Background: an optimization exercise with open tools, aiming at small area and a short achievable clock period. Do not read the settings as production practice. Only simulation tests tie the RTL to the original design; equivalence was not proved. Power is estimated from default activity; no workload was simulated.

<file path="flow/config.mk">
export PLATFORM = sky130hd
export DESIGN_NAME = processor_main
export DESIGN_NICKNAME = processor_main
export VERILOG_FILES = /design/flow/design.v
export SDC_FILE = /design/flow/constraint.sdc
export NUM_CORES = 4
export LEC_CHECK = 0
export CAP_MARGIN = 20
export CORE_MARGIN = 2
export CORE_UTILIZATION = 40
export CTS_CLUSTER_DIAMETER = 60
export CTS_CLUSTER_SIZE = 20
export SLEW_MARGIN = 20
</file>
<file path="flow/constraint.sdc">
create_clock -name core_clock -period 11.0 [get_ports {clk}]
set_input_delay 2.2000 -clock core_clock [delete_from_list [all_inputs] [get_ports {clk}]]
set_output_delay 2.2000 -clock core_clock [all_outputs]
set_load 0.01 [all_outputs]
</file>
<file path="flow/design.v">
module alu(
    input  [31:0] A,
    input  [31:0] B,        
    input  [4:0]  sh,       
    input         sub,
    input         s_sum, s_slt, s_sltu, s_and, s_or, s_xor, s_sll, s_sr, s_imm,
    input         sra,      
    input  [31:0] imm,
    output [31:0] out,
    output [31:0] sum,
    output        lt,       
    output        ltu,      
    output        eq        
);
    wire [32:0] s  = {1'b0, A} + {1'b0, B} + {32'b0, sub};
    assign sum = s[31:0];
    assign lt  = s[31];
    assign ltu = ~s[32];
    assign eq  = &(A ^ B);      
    function [31:0] rev(input [31:0] v);
        integer i;
        for (i = 0; i < 32; i = i + 1) rev[i] = v[31 - i];
    endfunction
    wire big  = |B[31:5];
    wire fill = sra & A[31];
    wire [31:0] sh_in = s_sll ? rev(A) : A;
    wire [32:0] shr   = $signed({fill, sh_in}) >>> sh;
    wire [31:0] shres = big ? {32{fill}} : shr[31:0];
    assign out = ({32{s_sum}}  & sum)
               | ({32{s_slt}}  & {31'b0, lt})
               | ({32{s_sltu}} & {31'b0, ltu})
               | ({32{s_and}}  & (A & B))
               | ({32{s_or}}   & (A | B))
               | ({32{s_xor}}  & (A ^ B))
               | ({32{s_sll}}  & rev(shres))
               | ({32{s_sr}}   & shres)
               | ({32{s_imm}}  & imm);
endmodule
module Register_File(
    input             clk,
    input             we,
    input      [4:0]  wa,
    input      [31:0] wd,
    input      [31:1] oh1, oh2,       
    input      [2:0]  bs1, bs2,       
    input      [31:0] bv0, bv1, bv2,
    output reg [31:0] rd1, rd2
);
    reg [31:0] regs [1:31];
    genvar i;
    generate
        for (i = 1; i < 32; i = i + 1) begin : g_reg
            always @(posedge clk)
                if (we && wa == i) regs[i] <= wd;
        end
    endgenerate
    reg [31:0] r1, r2;
    integer k;
    always @(*) begin
        r1 = ({32{bs1[0]}} & bv0) | ({32{bs1[1]}} & bv1);
        r2 = ({32{bs2[0]}} & bv0) | ({32{bs2[1]}} & bv1);
        for (k = 1; k < 32; k = k + 1) begin
            r1 = r1 | ({32{oh1[k]}} & regs[k]);
            r2 = r2 | ({32{oh2[k]}} & regs[k]);
        end
        rd1 = bs1[2] ? bv2 : r1;
        rd2 = bs2[2] ? bv2 : r2;
    end
endmodule
`timescale 1ns / 1ps
module processor_main(
    input  clk, reset_n,
    input  [31:0] dmem_datain,
    input  [31:0] imem_data,
    output [31:0] dmem_addr, dmem_dataout, PC,
    output dmem_rw, io_rw
);
    reg  [31:0] pc_q;                  
    reg  [31:0] fd_inst;
    reg  [31:0] fd_pc;                 
    reg         fd_valid;
    reg  [31:0] de_rs1, de_b, de_o;    
    reg  [4:0]  de_sh;
    reg  [4:0]  de_rd;
    reg         de_z;                  
    reg         de_we, de_me;
    reg         de_j, de_beq, de_bne, de_blt, de_bge, de_bltu, de_bgeu;
    reg         de_jalr, de_link, de_auipc, de_load;
    reg         de_sub, de_sra;
    reg  [31:1] fd_oh1, fd_oh2;
    reg  [2:0]  fd_bs1, fd_bs2;
    reg         de_s_sum, de_s_slt, de_s_sltu, de_s_and, de_s_or, de_s_xor,
                de_s_sll, de_s_sr, de_s_imm;
    reg  [31:0] em_v, em_st;            
    reg  [4:0]  em_rd;
    reg         em_we, em_rw, em_io, em_load;
    reg  [31:0] mw_val;
    reg  [4:0]  mw_rd;
    reg         mw_we;
    wire [31:0] ex_a  = de_rs1;
    wire [31:0] ex_b  = de_b;
    wire [31:0] ex_st = de_o;
    wire [31:0] io_p = ex_a ^ ex_b;
    wire [31:0] io_g = ex_a & ex_b;
    wire        io_c2 = io_g[1] | (io_p[1] & io_g[0]);
    wire        io_ex = (io_p[2] ^ io_c2) & (&(io_p[31:3] ^ io_g[30:2]));
    wire [31:0] alu_out, alu_sum;
    wire        lt, ltu, eq;
    alu u_alu(
        .A(ex_a), .B(ex_b), .sh(de_sh), .sub(de_sub),
        .s_sum(de_s_sum), .s_slt(de_s_slt), .s_sltu(de_s_sltu), .s_and(de_s_and),
        .s_or(de_s_or), .s_xor(de_s_xor), .s_sll(de_s_sll), .s_sr(de_s_sr),
        .s_imm(de_s_imm), .sra(de_sra), .imm(de_o),
        .out(alu_out), .sum(alu_sum), .lt(lt), .ltu(ltu), .eq(eq)
    );
    wire taken = de_j | (de_beq & eq) | (de_bne & ~eq) | (de_blt & lt) | (de_bge & ~lt)
               | (de_bltu & ltu) | (de_bgeu & ~ltu);
    wire flush = taken;
    wire [31:0] target = de_jalr ? alu_sum : de_o;
    wire [31:0] pc_next = flush ? target : pc_q + 32'd4;
    wire [31:0] ex_v = de_load ? alu_sum : de_link ? fd_pc : de_auipc ? de_o : alu_out;
    assign dmem_addr    = em_v;
    assign dmem_dataout = em_st;
    assign dmem_rw      = em_rw;
    assign io_rw        = em_io;
    assign PC           = pc_q;
    wire [31:0] m_val = em_load ? dmem_datain : em_v;
    wire [6:0] op  = fd_inst[6:0];
    wire [2:0] f3  = fd_inst[14:12];
    wire       f7b = fd_inst[30];
    wire [4:0] rs1 = fd_inst[19:15];
    wire [4:0] rs2 = fd_inst[24:20];
    wire [4:0] rd  = fd_inst[11:7];
    wire is_r     = (op == 7'b0110011);
    wire is_i     = (op == 7'b0010011);
    wire is_ld    = (op == 7'b0000011);
    wire is_jalr  = (op == 7'b1100111);
    wire is_st    = (op == 7'b0100011);
    wire is_br    = (op == 7'b1100011);
    wire is_lui   = (op == 7'b0110111);
    wire is_auipc = (op == 7'b0010111);
    wire is_jal   = (op == 7'b1101111);
    wire is_alu   = is_r | is_i;
    wire d_we     = is_r | is_i | is_ld | is_jalr | is_lui | is_auipc | is_jal;
    wire d_alusrc = ~(is_r | is_br);
    reg [31:0] d_imm;
    always @(*) begin
        case (op)
            7'b0110111: d_imm = {fd_inst[31:12], 12'b0};
            7'b0010111: d_imm = {fd_inst[31], fd_inst[31:12], 11'b0};
            7'b1101111: d_imm = {{13{fd_inst[31]}}, fd_inst[19:12], fd_inst[20], fd_inst[30:21]};
            7'b1100111: d_imm = {{20{fd_inst[31]}}, fd_inst[31:20]};
            7'b0010011: d_imm = (f3 == 3'b001 || f3 == 3'b101) ? {27'b0, fd_inst[24:20]}
                                                                : {{20{fd_inst[31]}}, fd_inst[31:20]};
            7'b0100011: d_imm = {{20{fd_inst[31]}}, fd_inst[31:25], fd_inst[11:7]};
            7'b0000011: d_imm = {{20{fd_inst[31]}}, fd_inst[31:20]};
            7'b1100011: d_imm = {{20{fd_inst[31]}}, fd_inst[31], fd_inst[7], fd_inst[30:25], fd_inst[11:8]};
            default:    d_imm = 32'b0;
        endcase
    end
    wire [31:0] d_rs1v, d_rs2v;
    Register_File u_rf(
        .clk(clk), .we(mw_we), .wa(mw_rd), .wd(mw_val),
        .oh1(fd_oh1), .oh2(fd_oh2), .bs1(fd_bs1), .bs2(fd_bs2),
        .bv0(mw_val), .bv1(em_v), .bv2(dmem_datain),
        .rd1(d_rs1v), .rd2(d_rs2v)
    );
    wire [31:0] imm_pc = ~fd_inst[2] ? {{19{fd_inst[31]}}, fd_inst[31], fd_inst[7], fd_inst[30:25], fd_inst[11:8], 1'b0}
                       :  fd_inst[3] ? {{11{fd_inst[31]}}, fd_inst[31], fd_inst[19:12], fd_inst[20], fd_inst[30:21], 1'b0}
                       :               {fd_inst[31:12], 12'b0};
    wire [31:0] pc_rel = fd_pc + imm_pc;
    wire        d_pcrel = is_br | is_jal | is_auipc;
    wire [4:0] f_rs1 = imem_data[19:15];
    wire [4:0] f_rs2 = imem_data[24:20];
    wire f_mh1 = (f_rs1 == de_rd) & (de_we | de_me) & (f_rs1 != 5'b0);
    wire f_mh2 = (f_rs2 == de_rd) & (de_we | de_me) & (f_rs2 != 5'b0);
    wire f_wh1 = (f_rs1 == em_rd) & em_we & (f_rs1 != 5'b0);
    wire f_wh2 = (f_rs2 == em_rd) & em_we & (f_rs2 != 5'b0);
    wire [2:0] f_bs1 = {f_mh1 & de_load, f_mh1 & ~de_load, ~f_mh1 & f_wh1};
    wire [2:0] f_bs2 = {f_mh2 & de_load, f_mh2 & ~de_load, ~f_mh2 & f_wh2};
    reg  [31:1] busy;
    reg  [31:1] f_oh1, f_oh2;
    integer j;
    always @(*) begin
        for (j = 1; j < 32; j = j + 1) begin
            busy[j]  = ((de_rd == j) & (de_we | de_me)) | ((em_rd == j) & em_we);
            f_oh1[j] = (f_rs1 == j) & ~busy[j];
            f_oh2[j] = (f_rs2 == j) & ~busy[j];
        end
    end
    wire e_fwd = de_we | de_me;
    wire e_hit1 = (rs1 == de_rd) & e_fwd & (rs1 != 5'b0);
    wire e_hit2 = (rs2 == de_rd) & e_fwd & (rs2 != 5'b0);
    wire f3_0 = (f3 == 3'b000), f3_1 = (f3 == 3'b001), f3_2 = (f3 == 3'b010), f3_3 = (f3 == 3'b011);
    wire f3_4 = (f3 == 3'b100), f3_5 = (f3 == 3'b101), f3_6 = (f3 == 3'b110), f3_7 = (f3 == 3'b111);
    wire d_s_imm  = is_ld | is_lui;
    wire d_s_sll  = is_alu & f3_1;
    wire d_s_slt  = is_alu & f3_2;
    wire d_s_sltu = is_alu & f3_3;
    wire d_s_xor  = is_alu & f3_4;
    wire d_s_sr   = is_alu & f3_5;
    wire d_s_or   = is_alu & f3_6;
    wire d_s_and  = is_alu & f3_7;
    wire d_s_sum  = ~d_s_imm & ~(is_alu & ~f3_0);
    wire d_sub    = is_br | (is_r & f3_0 & f7b) | (is_alu & (f3_2 | f3_3));
    wire [31:0] d_bval = d_alusrc ? d_imm : e_hit2 ? alu_out : d_rs2v;
    wire bg = fd_valid & ~flush & ~de_z;
    always @(posedge clk or negedge reset_n) begin
        if (~reset_n) begin
            pc_q     <= 32'b0;
            fd_valid <= 1'b0;
            de_z     <= 1'b1;
            de_we    <= 1'b0;
            de_me    <= 1'b0;
            de_j     <= 1'b0;
            de_beq   <= 1'b0;
            de_bne   <= 1'b0;
            de_blt   <= 1'b0;
            de_bge   <= 1'b0;
            de_bltu  <= 1'b0;
            de_bgeu  <= 1'b0;
            em_we    <= 1'b0;
            em_rw    <= 1'b0;
            em_io    <= 1'b0;
            mw_we    <= 1'b0;
        end else begin
            pc_q     <= pc_next;
            fd_valid <= ~flush;
            de_z     <= flush | (pc_q == 32'b0);
            de_we    <= fd_valid & ~flush & d_we;
            de_me    <= fd_valid & ~flush & is_st;
            de_j     <= bg & (is_jal | is_jalr | (is_br & f3_2));
            de_beq   <= bg & is_br & f3_0;
            de_bne   <= bg & is_br & f3_1;
            de_blt   <= bg & is_br & f3_4;
            de_bge   <= bg & is_br & f3_5;
            de_bltu  <= bg & is_br & f3_6;
            de_bgeu  <= bg & is_br & f3_7;
            em_we    <= de_we;
            em_rw    <= de_me & ~io_ex;
            em_io    <= de_me & io_ex;
            mw_we    <= em_we;
        end
    end
    always @(posedge clk) begin
        fd_inst   <= imem_data;
        fd_pc     <= pc_q;
        fd_oh1    <= f_oh1;
        fd_oh2    <= f_oh2;
        fd_bs1    <= f_bs1;
        fd_bs2    <= f_bs2;
        de_rs1    <= e_hit1 ? alu_out : d_rs1v;
        de_b      <= d_bval ^ {32{d_sub}};
        de_sh     <= d_bval[4:0] & {5{d_s_sll | d_s_sr}};
        de_o      <= is_st ? (e_hit2 ? alu_out : d_rs2v) : d_pcrel ? pc_rel : d_imm;
        de_rd     <= rd;
        de_jalr   <= is_jalr;
        de_link   <= is_jal | is_jalr;
        de_auipc  <= is_auipc;
        de_load   <= is_ld;
        de_sub    <= d_sub;
        de_sra    <= d_s_sr & f7b;
        de_s_sum  <= d_s_sum;
        de_s_slt  <= d_s_slt;
        de_s_sltu <= d_s_sltu;
        de_s_and  <= d_s_and;
        de_s_or   <= d_s_or;
        de_s_xor  <= d_s_xor;
        de_s_sll  <= d_s_sll;
        de_s_sr   <= d_s_sr;
        de_s_imm  <= d_s_imm;
        em_v      <= ex_v;
        em_st     <= ex_st;
        em_rd     <= de_rd;
        em_load   <= de_load;
        mw_val    <= m_val;
        mw_rd     <= em_rd;
    end
endmodule
</file>
<file path="flow/flow/run.sh">
#!/bin/bash
set -euo pipefail
bash standard.sh "BUFFER_PORTS_ARGS=-buffer_cell sky130_fd_sc_hd__buf_2" SETUP_SLACK_MARGIN=7.5 finish > standard_flow.log 2>&1
</file>
<file path="flow/standard.sh">
#!/bin/bash
# synth_recipe.tcl (not shown) runs the flow's synth.tcl, then flattens the netlist and writes it again
# the make line also repeats each setting of config.mk as NAME=value (left out here)
make -C /OpenROAD-flow-scripts/flow DESIGN_CONFIG=/design/flow/config.mk WORK_HOME=/design/flow/orfs CLKGATE_MAP_FILE= SYNTH_SCRIPT=/design/flow/synth_recipe.tcl "${@:-finish}"
</file>
==> summary.md, run 1 <==
| Metric | Value |
|---|---|
| Worst Path Arrival | 4.18 ns |
| CP Capture Type | flop |
| Clock power share | 0.342 |
| Seq pwr share | 0.497 |
| Final Skew | 0.116 ns |
| DR DRC count | 0 |
| Slew Limit Fails | 0 |
| Wire per inst | 46.5 um |
| Period minus WS final | 3.71 ns |
| Num CTS Buffers | 115 |
| Post-Syn Nets | 5542 |
| Final setup margin | 7.29 ns |
| Nets | 5810 |
| Gr ovfl total | 0 |
| Clock root buffer | clkbuf_16 |
| Max Buffers Root-to-Sink | 3 |
| Antenna Nets Post-Route | 0 |
| Synthesized flop and latch total | 1399 |
| Die X | 412 um |
| CTS Sinks | 1399 |
| Total wire length | 369000 um |
| CP Max Fanout | 23 |
| Syn_area_per_cell | 12.4 sq um |
| Fin crit share | 0.337 |
| Placed instance area | 0.0704 sq mm |
| Via-per-instance ratio | between 7 and 8 |
| Post-synth top area share | 0.448 |
| Die H | ~410 um |
| Overall power | 13.2 mW |
| Slowest CP cell | o32ai_2 |
| Cells along the critical path | buf_4 > a22o_1 > a221oi_1 > nand4_1 > o32ai_2 > mux2i_1 |
| Initial Util | 0.403 |
| Final instance area | between 0.07 and 0.08 sq mm |
| Worst-Skew Late Latency | 0.87 ns |
| Maximum clock frequency | 0.269 GHz |
| WP data required | 11.47 ns |
| Core Region | 0.165 sq mm |
| Layout cells sized above 1 | 0.241 |
| Reg clk slew, reported paths | approximately 0.08 ns |
| CP max stage delay | 1.11 ns |
| First-pass GRT wire length | 487000 um |
| WS Path Type | flop to flop |
| Dpl ws | 5.70 ns |
| Synth Warn # | 4 |
| Post-Place Cells | 7499 |
| NetSw | 4.11 mW |
| Via count | approximately 60000 |
| Mapped Cells | 5348 |
| Hpwl dp | 228000 um |
| Sw frac | 0.312 |
| Area of the die | 0.169 sq mm |
| Ys flop type | edfxtp_1 |
| Flop-to-flop setup slack | 7.29 ns |
| IO Pins | between 150 and 200 |
| Tot GR Track Use | 0.420 |
| Number of synthesized flops with an enable pin | 992 |
| WHS | 0.363 ns |
| Synth area leader | edfxtp_1 |
| Rel. slew slack | 0.121 |
| Largest net degree at the start of global routing | 59 |
| Cell Area, Synth | about 0.066 sq mm |
| Worst hold path type | flop to flop |
| First DRT Iteration DRCs | 14600 |
| Worst setup SP type | flop |
| Syn-to-layout area delta | 18.0% |
| PortBufs | 163 |
| LEAKAGE | 27.0 nW |
| PD cells | ~170 mW/mm^2 |
| Comb pwr share | 0.162 |
| Post-layout util | 0.475 |
| CTS tree | built |
| Vias in the first global route | ~56000 |
| Post-synthesis sequential area ratio | 0.575 |
| DR pass1 iterations | 31 |
| Setup TNS | 0 ns |
| Peak supply drop | 145 uV |
| Status | timing/DRC/antenna clean |
| Setup violators final | 0 |
| Initial antenna violation count | 35 |
| Fillcell total | 14600 |
| Cell Count, Final, Fillers Out | between 7000 and 8000 |
| Pint | 9.05 mW |
| GPL Wtd Cong | 1.03 |
| Synth cell types | between 90 and 100 |
| Max-Cap Viols | 0 |
| # H-tree levels | 3 |
| Final hold vios | 0 |
| Main area contributors after synthesis | edfxtp_1 (45%), dfxtp_1 (11%), a221oi_1 (5.4%), a22o_1 (5.0%), a22oi_1 (3.5%) |
| Row count | around 150 |
| Cts hold-fix bufs | 0 |
| Share of async-settable or async-resettable flops after synthesis | 0.0336 |
| RSZ-0062 raised after global routing | true |
| Slew @ Worst Pin | between 1 and 1.5 ns |
## cells in the final DEF (no fill, tap or decap), types with 22 or more instances in the layout
cell type    n
edfxtp_1   992
a221oi_1   400
a22o_1     378
buf_4      365
a22oi_1    312
nand2_1    213
dfxtp_1    191
a21oi_1    175
nor2_1     165
nand4_1    159
nand3_1    133
o21ai_0    128
mux2i_1    118
clkbuf_16  118
nor3_1     110
dfxtp_2    103
buf_2      102
inv_1       99
buf_6       71
ha_1        70
xnor2_1     68
mux4_2      66
dfxtp_4     66
mux2_2      57
xor2_1      51
o22ai_1     39
a21o_1      38
a31oi_1     36
nand2b_1    33
nor2_4      33
dfrtp_2     31
o32ai_1     30
a221o_1     29
diode_2     28
nor4_1      28
o211ai_1    28
and2_1      27
and3_1      22
## logic make-up (layout without fill, tap and decap cells)
family / count (synthesis) / in the layout / share of synthesized area
AOI/OAI and AO/OA: 1849 / 1849 / 0.215
and+or+nand+nor: 1058 / 1058 / 0.0802
DFF: 1399 / 1399 / 0.575
other: 0 / 28 / 0
xor gates and xnor gates: 134 / 134 / 0.0177
buffers and inverters: 518 / 886 / 0.0304
muxes: 262 / 262 / 0.0545
adders and majority gates: 128 / 128 / 0.0277
## final timing paths
| path | from | end | depth (start not counted) |
|---|---|---|---|
| min | fd_inst[9]$_DFF_P_ | de_rd[2]$_DFF_P_ | 0 |
| max in group asynchronous | reset_n | em_io$_DFF_PN0_ | 2 |
| max reg2reg | fd_oh1[4]$_DFF_P_ | de_rs1[17]$_DFF_P_ | 6 |
| min in group asynchronous | reset_n | pc_q[18]$_DFF_PN0_ | 2 |
| min reg2reg | fd_inst[9]$_DFF_P_ | de_rd[2]$_DFF_P_ | 0 |
| max | fd_oh1[4]$_DFF_P_ | de_rs1[17]$_DFF_P_ | 6 |
## state kept, by name (all words and copies together) (netlist names), 3 cells and up
name,cells
mw_rd,5
fd_oh1,31
de_b,32
mw_val,32
de_sh,5
de_rd,5
em_st,32
em_v,32
fd_bs1,3
fd_bs2,3
u_rf.regs,992
de_rs1,32
em_rd,5
pc_q,32
fd_pc,32
fd_inst,32
de_o,32
fd_oh2,31
## cells in the mapped netlist, drive strengths merged, types with 137 or more instances
cell type  number
a22o          378
clkbuf        332
a21oi         189
a22oi         313
edfxtp        992
o21ai         155
a221oi        409
dfxtp         360
nand3         137
nand2         217
nor2          201
nand4         159
## worst max-delay path: cells and delay by family, from the launching register on
kind / cells / cell delay [ns]
simple gates: 1 / 0.15
flops: 1 / 0.49
mux: 1 / 0.58
compound gates: 3 / 1.64
buf+inv: 1 / 0.44
## power by group through the flow
stage	clock (mW)	sequential [mW]	combinational, mW
finish	4.49	6.54	2.13
global route	4.66	6.53	2.17
CTS	4.47	6.51	1.89
detailed placement	0	6.65	1.59
global placement	0	6.64	1.60
floorplan	0	6.42	0.834
## repair_timing
action                                  in CTS  in global routing
cloned                                       8                  1
endpoints found under the setup margin     241                178
pin swaps                                   48                 50
resized for setup                          418                166
setup buffers                              111                 67
## metal layers
metal / routed length (um) / global-route usage / share of wire
met1: 120000 / 0.497 / 0.32
met2: 147000 / 0.586 / 0.40
met3: 63800 / 0.195 / 0.17
met4: 37900 / 0.330 / 0.10
met5: 472 / 0.00509 / 0.0013
## area by class of cell
class / count / area [sq um] / area share
antenna: 28 / 70.1 / 0.000894
clock buffer: 139 / 3060 / 0.0390
clock inverter: 78 / 973 / 0.0124
inverter: 108 / 417 / 0.00532
multi-input combinational: 3431 / 28000 / 0.357
sequential: 1399 / 38600 / 0.492
tap: 2189 / 2740 / 0.0349
timing repair buffer: 560 / 4530 / 0.0578
timing repair inverter: 1 / 5.00 / 0.0000639
==> run 2: changes to the inputs <==
--- a/flow/config.mk
+++ b/flow/config.mk
@@ -11,3 +11,4 @@
 export CTS_CLUSTER_DIAMETER = 60
 export CTS_CLUSTER_SIZE = 20
 export SLEW_MARGIN = 20
+export TNS_END_PERCENT = 5
==> run 2 against run 1 <==
Net effect: still clean; sequential power is 0.6% higher; setup slack got worse by 0.12 ns; count of clock-buffer cells in the layout unchanged; register-to-register slack worse by 0.12 ns; largest cell class unchanged.
==> summary.md, run 2 <==
| Metric | Value |
|---|---|
| Status | timing/DRC/antenna clean |
| WP data required | 11.52 ns |
| Clock root buffer | clkbuf_16 |
| PD cells | 169 mW/mm^2 |
| Initial antenna violation count | 31 |
| Slowest CP cell | o32ai_1 |
| Die H | 412 um |
| Peak supply drop | 150 uV |
| Wire per inst | around 47 um |
| Area of the die | 0.169 sq mm |
| Tot GR Track Use | 0.416 |
| Worst path bufs/invs | 1 |
| Hpwl dp | between 200000 and 250000 um |
| Reg with most FFs | u_rf.regs |
| Main area contributors after synthesis | edfxtp_1 (45%), dfxtp_1 (11%), a221oi_1 (5.4%), a22o_1 (5.0%), a22oi_1 (3.5%) |
| CP max stage delay | 1.12 ns |
| Commonest cells after routing, fill and taps aside | edfxtp_1 (992), a221oi_1 (400), a22o_1 (378) |
| Syn_area_per_cell | 12.4 sq um |
| Mapped Cells | 5348 |
| Comb pwr share | 0.144 |
| R2R depth | 6 |
| DR pass1 iterations | 28 |
| Fillcell total | between 10000 and 15000 |
| Cts hold-fix bufs | 0 |
| Top cells by count, synth | edfxtp_1 (992), a221oi_1 (408), a22o_1 (378) |
| CP Capture Type | flop |
| Max Buffers Root-to-Sink | 3 |
| CTS tree | built |
| Max-Cap Viols | 0 |
| Initial Util | 0.403 |
| Worst Path Arrival | 4.35 ns |
| WHS | 0.362 ns |
| Final Skew | between 0.1 and 0.15 ns |
| Setup TNS | 0 ns |
| CTS Sinks | 1399 |
| Clock power share | 0.348 |
| Synth cell types | between 90 and 100 |
| Sw frac | 0.312 |
| Setup violators final | 0 |
| Nets | approximately 5700 |
| Final setup margin | approximately 7.2 ns |
| Worst hold path type | flop to flop |
| Worst setup SP type | flop |
| Post-Syn Nets | 5542 |
| Pint | 8.90 mW |
| First DRT Iteration DRCs | 14100 |
| Die X | 412 um |
| GPL Wtd Cong | 1.03 |
| Via-per-instance ratio | ~7.8 |
| # H-tree levels | 3 |
| RSZ-0062 raised after global routing | true |
| Period minus WS final | between 3 and 4 ns |
| Syn-to-layout area delta | 15.3% |
| Final hold vios | 0 |
| Ys flop type | edfxtp_1 |
| WS Path Type | flop to flop |
| CP Max Fanout | 21 |
| Commonest non-fill, non-tap cell in the layout | edfxtp_1 |
| Number of synthesized flops with an enable pin | ~990 |
| Cell depth of the worst setup path | 6 |
| Seq pwr share | 0.508 |
| Maximum clock frequency | approximately 0.26 GHz |
| Cells along the critical path | buf_4 > a22o_1 > a221oi_1 > nand4_1 > o32ai_1 > a21oi_1 |
| Synth area leader | edfxtp_1 |
| Post-synth top area share | 0.448 |
| Fin crit share | 0.348 |
| Rel. slew slack | 0.116 |
| Row count | around 150 |
| Post-synthesis sequential area ratio | 0.575 |
| Num CTS Buffers | 115 |
| Count leader, synth | edfxtp_1 |
| Synth Warn # | 4 |
| DR DRC count | 0 |
| Reg clk slew, reported paths | 0.08 ns |
| Largest register FFs | 992 |
| Synthesized flop and latch total | 1399 |
| Flop-to-flop setup slack | 7.17 ns |
| CP top delay family | compound AO/OA/AOI/OAI gates |
| First-pass GRT wire length | 482000 um |
| Vias in the first global route | 55700 |
| LEAKAGE | roughly 26 nW |
| Dpl ws | approximately 5.7 ns |
| Largest net degree at the start of global routing | 59 |
| Cell Area, Synth | 0.0664 sq mm |
| IO Pins | roughly 160 |
| Layout cells sized above 1 | 0.210 |
| Core Region | 0.165 sq mm |
| Slew Limit Fails | 0 |
| PortBufs | 163 |
| NetSw | just over 4 mW |
| Total wire length | 365000 um |
| Via count | roughly 60000 |
| Gr ovfl total | 0 |
| Worst-Skew Late Latency | approximately 0.9 ns |
| Share of async-settable or async-resettable flops after synthesis | 0.0336 |
| Slew @ Worst Pin | roughly 1.3 ns |
| Hold path cells | 0 |
| Antenna Nets Post-Route | 0 |
## run 2: cell types whose count changed in the layout (fill, tap and decap cells not counted), moves of 8 or more
cell and delta:
dfxtp_1 +14, a21oi_1 +8, o21ai_0 +14, o21ai_1 -11
buf_6 -60, dfxtp_4 -16, ha_1 +12, buf_2 +57
ha_4 -8, buf_4 -100
## run 2: per-stage QoR
| step | instances | utilization | power (mW) | area [sq um] |
|---|---|---|---|---|
| after floorplan | 5348 | - | 7.26 | 66400 |
| after global placement | 7498 | 0.426 | 8.24 | 70300 |
| after detailed placement | 7499 | 0.426 | 8.24 | 70400 |
| after CTS | 7760 | 0.459 | 12.7 | 75800 |
| after global routing | 7798 | 0.464 | 13.1 | 76500 |
| final | 7823 | 0.464 | 13.0 | 76600 |
## run 2: worst register-to-register path, delay by kind of cell (launching register included)
kind / cells / cell delay (ns)
DFF: 1 / 0.67
AOI/OAI and AO/OA: 4 / 2.15
and+or+nand+nor: 1 / 0.16
buffers and inverters: 1 / 0.52
## run 2: cells by family (layout without fill, tap and decap cells)
family | Yosys count | in the layout | synth area share
AOI/OAI and AO/OA | 1849 | 1849 | 0.215
xor gates and xnor gates | 134 | 134 | 0.0177
adders and majority gates | 128 | 128 | 0.0277
buffers and inverters | 518 | 778 | 0.0304
DFF | 1399 | 1399 | 0.575
muxes | 262 | 262 | 0.0545
other | 0 | 26 | 0
and+or+nand+nor | 1058 | 1058 | 0.0802
## run 2: worst paths after layout
check | startpoint | to
worst max-delay path | fd_oh1[16]$_DFF_P_ | de_rs1[12]$_DFF_P_
worst min-delay path | fd_inst[9]$_DFF_P_ | de_rd[2]$_DFF_P_
worst max register to register | fd_oh1[16]$_DFF_P_ | de_rs1[12]$_DFF_P_
worst min register to register | fd_inst[9]$_DFF_P_ | de_rd[2]$_DFF_P_
max in group asynchronous | reset_n | em_io$_DFF_PN0_
min in group asynchronous | reset_n | mw_we$_DFF_PN0_
## run 2: final cells by class
class                      instances  area, sq um  share of cell area
timing repair inverter             1         5.00           0.0000653
antenna                           26         65.1            0.000849
clock buffer                     139         3060              0.0400
clock inverter                    78          973              0.0127
sequential                      1399        38500               0.503
multi-input combinational       3431        27500               0.359
inverter                         108          413             0.00539
timing repair buffer             452         3310              0.0433
tap                             2189         2740              0.0358
## run 2: timing repair
item                                    in CTS  in global routing
gates resized for setup                    271                 93
gates cloned                                 6                  2
pin swaps                                   24                 31
endpoints found under the setup margin     241                211
setup buffers                               38                 34
## run 2: routing by layer
layer	up-vias	track usage	wire, um
met2	6974	0.581	145000
met3	2268	0.181	60600
met4	30	0.328	39300
met1	29500	0.497	120000
li1	22300	-	-
met5	-	0.0280	852
## run 2: power by group through the flow
stage	Clock [mW]	Sequential (mW)	Combinational [mW]
after floorplan	0	6.42	0.834
after global placement	0	6.64	1.60
after detailed placement	0	6.65	1.59
after CTS	4.47	6.54	1.69
after global routing	4.66	6.57	1.90
final	4.51	6.58	1.86
==> run 3: changes to the inputs <==
--- a/flow/config.mk
+++ b/flow/config.mk
@@ -8,7 +8,6 @@
 export CAP_MARGIN = 20
 export CORE_MARGIN = 2
 export CORE_UTILIZATION = 40
-export CTS_CLUSTER_DIAMETER = 60
-export CTS_CLUSTER_SIZE = 20
+export CTS_CLUSTER_DIAMETER = 80
+export CTS_CLUSTER_SIZE = 24
 export SLEW_MARGIN = 20
-export TNS_END_PERCENT = 5
==> run 3 against run 2 <==
Net effect: non-clock buffer count is 133 higher; design area is 1.7% higher; clock skew is 0.015 ns lower; power down 3.8%; core utilization rose by 0.77 points; critical endpoint is now de_b[31]$_DFF_P_; combinational power grew 16%; sequential share of layout area is 0.75 points lower; die area unchanged; critical path depth increased by 2; setup slack got worse by 0.0081 ns; maximum frequency down 0.21%; hold slack improved by 0.0019 ns.
==> summary.md, run 3 <==
| Metric | Value |
|---|---|
| First DRT Iteration DRCs | 13900 |
| Dpl ws | 5.70 ns |
| DR DRC count | 0 |
| Max Buffers Root-to-Sink | 3 |
| Via-per-instance ratio | ~7.8 |
| Synth cell types | 92 |
| Seq pwr share | 0.524 |
| PD cells | 160 mW/mm^2 |
| Pint | 8.50 mW |
| Synth area leader | edfxtp_1 |
| Reg clk slew, reported paths | 0.10 ns |
| GPL Wtd Cong | between 1 and 1.5 |
| First-pass GRT wire length | 487000 um |
| Largest register FFs | 992 |
| CP Max Fanout | 9 |
| Slew @ Worst Pin | 1.41 ns |
| CP Capture Type | flop |
| Slowest CP cell | a21oi_1 |
| Fillcell total | 14700 |
| Layout cells sized above 1 | 0.243 |
| Top Layer Used | met5 |
| Main area contributors after synthesis | edfxtp_1 (45%), dfxtp_1 (11%), a221oi_1 (5.4%), a22o_1 (5.0%), a22oi_1 (3.5%) |
| Clock root buffer | clkbuf_16 |
| Final Skew | 0.0995 ns |
| Nets | 5808 |
| Gr ovfl total | 0 |
| Max-Cap Viols | 0 |
| Post-Syn Nets | 5542 |
| Total wire length | 369000 um |
| Via count | 61200 |
| Peak supply drop | about 160 uV |
| Placed instance area | approximately 0.070 sq mm |
| Post-layout util | 0.472 |
| Die H | 412 um |
| Top cells by count, synth | edfxtp_1 (992), a221oi_1 (408), a22o_1 (378) |
| RSZ-0062 raised after global routing | true |
| WHS | 0.364 ns |
| Area of the die | roughly 0.17 sq mm |
| FF-to-FF Start | de_sra$_DFF_P_ |
| Final instance area | 0.0779 sq mm |
| # H-tree levels | 3 |
| Initial antenna violation count | 33 |
| WP data required | about 12 ns |
| Post-synthesis sequential area ratio | 0.575 |
| Status | timing/DRC/antenna clean |
| CTS tree | built |
| Sw frac | 0.317 |
| Post-synth top area share | 0.448 |
| Core Region | ~0.16 sq mm |
| Maximum clock frequency | 0.260 GHz |
| Hold Crit Start | fd_inst[9]$_DFF_P_ |
| Tot GR Track Use | 0.420 |
| Clock power share | 0.302 |
| Vias in the first global route | 56100 |
| CP max stage delay | 0.89 ns |
| CP startpoint | de_sra$_DFF_P_ |
| Syn_area_per_cell | ~12 sq um |
| Period minus WS final | 3.84 ns |
| Initial Util | 0.403 |
| IO Pins | 164 |
| Comb pwr share | 0.174 |
| Die X | slightly above 400 um |
| Setup violators final | 0 |
| NetSw | around 4 mW |
| Cell Area, Synth | 0.0664 sq mm |
| Share of async-settable or async-resettable flops after synthesis | 0.0336 |
| Final hold vios | 0 |
| Slew Limit Fails | 0 |
| Routed wl met3 | 63500 um |
| Rel. slew slack | 0.0577 |
| CTS Sinks | 1399 |
| Commonest non-fill, non-tap cell in the layout | edfxtp_1 |
| DR pass1 iterations | 27 |
| Worst-Skew Late Latency | 0.81 ns |
| Cts hold-fix bufs | 0 |
| Reg with most FFs | u_rf.regs |
| Met2 WL | ~150000 um |
| Hpwl dp | between 200000 and 250000 um |
| Setup TNS | 0 ns |
| Commonest cells after routing, fill and taps aside | edfxtp_1 (992), a221oi_1 (400), buf_4 (384) |
| PortBufs | 163 |
| Wire per inst | 46.7 um |
| Worst hold path type | flop to flop |
| Num CTS Buffers | between 80 and 90 |
| LEAKAGE | 26.7 nW |
| Count leader, synth | edfxtp_1 |
| Fin crit share | 0.349 |
| Worst Path Arrival | approximately 4.5 ns |
| Largest net degree at the start of global routing | 59 |
| Final setup margin | 7.16 ns |
| Ys flop type | edfxtp_1 |
| Number of synthesized flops with an enable pin | 992 |
| Row count | 149 |
| Syn-to-layout area delta | 17.2% |
| Antenna Nets Post-Route | 0 |
| Mapped Cells | about 5300 |
| Cells along the critical path | nand2_1 > a21oi_1 > a21o_1 > o31a_1 > o41a_1 > o21a_1 > o21ai_2 > xnor2_2 |
| Synthesized flop and latch total | 1399 |
| Worst path bufs/invs | 0 |
| Met1 wire length | 119000 um |
| WS Path Type | flop to flop |
| Worst setup SP type | flop |
| Synth Warn # | 4 |
| CP top delay family | compound AO/OA/AOI/OAI gates |
run 3: worst paths after layout:
path / to / slack [ns] / depth (start not counted)
max: de_b[31]$_DFF_P_ / 7.16 / 8
min: de_rd[2]$_DFF_P_ / 0.36 / 0
max reg2reg: de_b[31]$_DFF_P_ / 7.16 / 8
min reg2reg: de_rd[2]$_DFF_P_ / 0.36 / 0
max in group asynchronous: pc_q[22]$_DFF_PN0_ / 8.90 / 2
min in group asynchronous: pc_q[10]$_DFF_PN0_ / 1.55 / 2
run 3: per-stage QoR:
stage | cells | power (mW)
final | 7896 | 12.5
after detailed placement | 7499 | 8.24
after CTS | 7793 | 12.1
after global placement | 7498 | 8.24
after floorplan | 5348 | 7.26
after global routing | 7875 | 12.7
run 3: final cells by class:
class / count / area, sq um / area share
flip-flops and latches: 1399 / 38600 / 0.495
multi-input cells: 3431 / 28300 / 0.364
repair buffers: 585 / 4710 / 0.0605
well taps: 2189 / 2740 / 0.0352
clock buffers: 107 / 2290 / 0.0295
clock inverters: 55 / 743 / 0.00954
inverters: 108 / 413 / 0.00530
diodes: 21 / 52.6 / 0.000675
repair inverters: 1 / 5.00 / 0.0000643
run 3: repair_timing:
action / in CTS / in global routing
endpoints found under the setup margin: 242 / 183
gates cloned: 7 / 2
buffers inserted: 125 / 79
gates resized for setup: 440 / 203
pin swaps: 51 / 87
run 3: cells by family after synthesis:
logic type	after synthesis	share of synthesized area
compound gates	1849	0.215
flops	1399	0.575
xor+xnor	134	0.0177
buf+inv	518	0.0304
simple gates	1058	0.0802
fa+ha+maj	128	0.0277
mux	262	0.0545
run 3: metal layers:
metal / global-route usage / up-vias
met5: 0.0161 / -
met4: 0.329 / 48
met3: 0.195 / 2253
met2: 0.586 / 7031
met1: 0.496 / 29500
li1: - / 22400
run 3: power groups by stage:
stage          registers (mW)  clock network (mW)  logic [mW]
2_1_floorplan            6.42                   0       0.834
3_3_place_gp             6.64                   0        1.60
3_5_place_dp             6.65                   0        1.59
4_1_cts                  6.50                3.74        1.90
5_1_grt                  6.53                3.93        2.21
6_report                 6.53                3.76        2.16
==> run 4: changes to the inputs <==
--- a/flow/config.mk
+++ b/flow/config.mk
@@ -11,3 +11,4 @@
 export CTS_CLUSTER_DIAMETER = 80
 export CTS_CLUSTER_SIZE = 24
 export SLEW_MARGIN = 20
+export TNS_END_PERCENT = 5
==> run 4 against run 3 <==
Net effect: sequential power increased by 0.9%; design area decreased by 3.3%; sequential cell count is the same; non-clock buffer count fell by 147; cell count shrank 1.8%; area after synthesis unchanged; clock power about the same; critical path depth up 1; via count decreased by 0.44%; first-iteration DRC count up 2.2%; critical path type unchanged; critical endpoint is now de_b[13]$_DFF_P_; largest power group unchanged.
==> summary.md, run 4 <==
| Metric | Value |
|---|---|
| RR Endpoint | de_b[13]$_DFF_P_ |
| WP data required | 11.59 ns |
| Post-synthesis sequential area ratio | 0.575 |
| Largest family of logic cells by synthesized area | compound AO/OA/AOI/OAI gates |
| CP max stage delay | 1.12 ns |
| Pint | 8.31 mW |
| Number of synthesized flops with an enable pin | 992 |
| Maximum clock frequency | approximately 0.26 GHz |
| Top cells by count, synth | edfxtp_1 (992), a221oi_1 (408), a22o_1 (378) |
| Initial antenna violation count | 39 |
| Slowest CP cell | dfxtp_2 |
| Comb pwr share | 0.150 |
| Row count | 149 |
| Seq pwr share | 0.541 |
| Synth Area in Compound Gates | 0.215 |
| NetSw | 3.87 mW |
| Setup violators final | 0 |
| FF-to-FF Start | fd_oh2[24]$_DFF_P_ |
| CP Max Fanout | 17 |
| Period minus WS final | 3.82 ns |
| Mapped Cells | 5348 |
| Max-Cap Viols | 0 |
| Worst setup SP type | flop |
| Clock power share | 0.309 |
| CP Capture Type | flop |
| Cts hold-fix bufs | 0 |
| Syn-to-layout area delta | 13.4% |
| Die X | 412 um |
| Slew @ Worst Pin | around 1.4 ns |
| Peak supply drop | around 160 uV |
| DR DRC count | 0 |
| Via-per-instance ratio | about 7.9 |
| Post-Place Cells | around 7500 |
| First DRT Iteration DRCs | 14200 |
| Layout cells sized above 1 | 0.195 |
| Synthesized flop and latch total | approximately 1400 |
| Vias in the first global route | 55300 |
| Clock root buffer | clkbuf_16 |
| Main area contributors after synthesis | edfxtp_1 (45%), dfxtp_1 (11%), a221oi_1 (5.4%), a22o_1 (5.0%), a22oi_1 (3.5%) |
| WHS | 0.361 ns |
| Max Buffers Root-to-Sink | 3 |
| Area of the die | 0.169 sq mm |
| Post-synth top area share | 0.448 |
| Hpwl dp | 228000 um |
| # H-tree levels | 3 |
| Reg clk slew, reported paths | 0.09 ns |
| Total wire length | 365000 um |
| First-pass GRT wire length | approximately 480000 um |
| Die H | 412 um |
| LEAKAGE | about 26 nW |
| Via count | 61000 |
| Setup TNS | 0 ns |
| Cell Area, Synth | 0.0664 sq mm |
| Rel. slew slack | 0.0310 |
| Cells along the critical path | buf_4 > a22o_1 > a221oi_1 > nand4_1 > o32a_1 > nand2_1 > o21ai_0 > o21ai_0 > xnor2_2 |
| R2R depth | 9 |
| Nets | 5662 |
| DR pass1 iterations | 27 |
| Wire per inst | about 47 um |
| Sw frac | 0.318 |
| Gr ovfl total | 0 |
| PortBufs | between 150 and 200 |
| Worst hold path type | flop to flop |
| RSZ-0062 raised after global routing | true |
| Mux cell area share after synthesis | 0.0545 |
| Ys flop type | edfxtp_1 |
| Commonest non-fill, non-tap cell in the layout | edfxtp_1 |
| Final hold vios | 0 |
| Synth Area in Adders | 0.0277 |
| Tot GR Track Use | 0.415 |
| WS Path Type | flop to flop |
| Synth Warn # | 4 |
| Post-Syn Nets | approximately 5500 |
| Synth cell types | 92 |
| Commonest cells after routing, fill and taps aside | edfxtp_1 (992), a221oi_1 (401), a22o_1 (378) |
| Slew Limit Fails | 0 |
| Fin crit share | 0.347 |
| Largest net degree at the start of global routing | 59 |
| Post-Synth XOR/XNOR Area | 0.0177 |
| CTS tree | built |
| Worst Path Arrival | approximately 4.4 ns |
| Initial Util | 0.403 |
| Share of async-settable or async-resettable flops after synthesis | 0.0336 |
| GPL Wtd Cong | 1.03 |
| IO Pins | roughly 160 |
| Top cell by count, worst path | o21ai_0 |
| PD cells | 162 mW/mm^2 |
| Simple-Gate Fraction of Synth Area | 0.0802 |
| CP startpoint | fd_oh2[24]$_DFF_P_ |
| Core Region | 0.165 sq mm |
| Final Skew | 0.0971 ns |
| Cell Count, Final, Fillers Out | 7755 |
| CTS Sinks | around 1400 |
| Status | timing/DRC/antenna clean |
| Destination of the critical timing path | de_b[13]$_DFF_P_ |
| Synth area leader | edfxtp_1 |
| Syn_area_per_cell | 12.4 sq um |
| Worst-Skew Late Latency | between 0.8 and 0.9 ns |
| Antenna Nets Post-Route | 0 |
| Num CTS Buffers | 88 |
| Largest register FFs | 992 |
| Reg with most FFs | u_rf.regs |
| Count leader, synth | edfxtp_1 |
| Flop-to-flop setup slack | 7.18 ns |
## run 4: cell counts after synthesis
Identical to the previous run, type by type.
## run 4: per-layer routing
layer / vias up / share of wire / GRT usage
li1: 22100 / - / -
met2: 7058 / 0.40 / 0.580
met5: - / 0.0023 / 0.0215
met4: 43 / 0.11 / 0.326
met1: 29500 / 0.33 / 0.494
met3: 2270 / 0.17 / 0.186
## run 4: what timing repair did
item,4_1_cts,5_1_grt
gates resized for setup,213,93
setup endpoints to repair,242,218
buffers inserted,34,25
cloned,4,3
pin swaps,22,31
## run 4: worst min-delay path by stage
stage / slack (ns) / cells after the start / endpoint / startpoint
3_5_place_dp: 0.34 / 0 / de_rd[2]$_DFF_P_ / fd_inst[9]$_DFF_P_
2_1_floorplan: 0.33 / 0 / em_load$_DFF_P_ / de_load$_DFF_P_
4_1_cts: 0.36 / 0 / de_rd[2]$_DFF_P_ / fd_inst[9]$_DFF_P_
3_3_place_gp: 0.35 / 0 / de_rd[2]$_DFF_P_ / fd_inst[9]$_DFF_P_
5_1_grt: 0.38 / 0 / de_rd[2]$_DFF_P_ / fd_inst[9]$_DFF_P_
6_report: 0.36 / 0 / de_rd[2]$_DFF_P_ / fd_inst[9]$_DFF_P_
## run 4: area by class of cell
cell class / instances / area (sq um)
diodes: 26 / 65.1
clock inverters: 55 / 743
multi-input cells: 3432 / 27500
flip-flops and latches: 1399 / 38400
fillers: 14900 / 89700
repair inverters: 1 / 5.00
inverters: 108 / 409
repair buffers: 438 / 3120
well taps: 2189 / 2740
clock buffers: 107 / 2290
## run 4: per-stage QoR
step / utilization / setup WS [ns] / total power, mW / instance area (sq um)
4_1_cts: 0.452 / 7.25 / 11.9 / 74500
5_1_grt: 0.456 / 7.21 / 12.4 / 75300
2_1_floorplan: - / 7.48 / 7.26 / 66400
3_3_place_gp: 0.426 / 5.78 / 8.24 / 70300
6_report: 0.456 / 7.18 / 12.2 / 75300
3_5_place_dp: 0.426 / 5.70 / 8.24 / 70400
## run 4: logic make-up after synthesis
kind of cell | count (synthesis)
flops | 1399
buf+inv | 518
mux | 262
xor+xnor | 134
fa+ha+maj | 128
simple gates | 1058
compound gates | 1849
## run 4: critical path: cells and delay by family (launching register included)
kind | cells | cell delay [ns]
compound gates | 5 | 1.13
xor+xnor | 1 | 0.43
buf+inv | 1 | 0.58
flops | 1 | 1.12
simple gates | 2 | 0.31
## run 4: power by group through the flow
stage	logic [mW]	clock network, mW	registers, mW
2_1_floorplan	0.834	0	6.42
3_3_place_gp	1.60	0	6.64
3_5_place_dp	1.59	0	6.65
4_1_cts	1.68	3.74	6.54
5_1_grt	1.86	3.93	6.58
6_report	1.82	3.76	6.59

port drivers added, routing unchanged:
The flow's constraints put no driver on any port. The routed layouts listed below were extracted and timed again, unchanged, in two steps.
Step 1 assumes that a clkbuf_16 drives the clock port and a buf_2 every other input.
Step 2, shift: input delay + t, output delay - t, t = (earliest + latest rising clock arrival at the registers) / 2. This alone moves slack from input paths to output paths.
Three values: ideal, step 1, step 2; two values: the first two.
run	t (ns)	slack for setup (ns)	worst setup path after step 2
run 1	0.900	7.289 / 7.232 / 7.004	input to register
run 2	0.904	7.169 / 7.169 / 6.892	input to register
run 3	0.842	7.160 / 7.160 / 6.997	input to register
run 4	0.841	7.179 / 7.125 / 6.984	input to register
After both steps setup and hold are still met in every run listed. The setup slack of run 1, which loses most, moves by -0.057 ns with the drivers and by -0.285 ns with both steps.
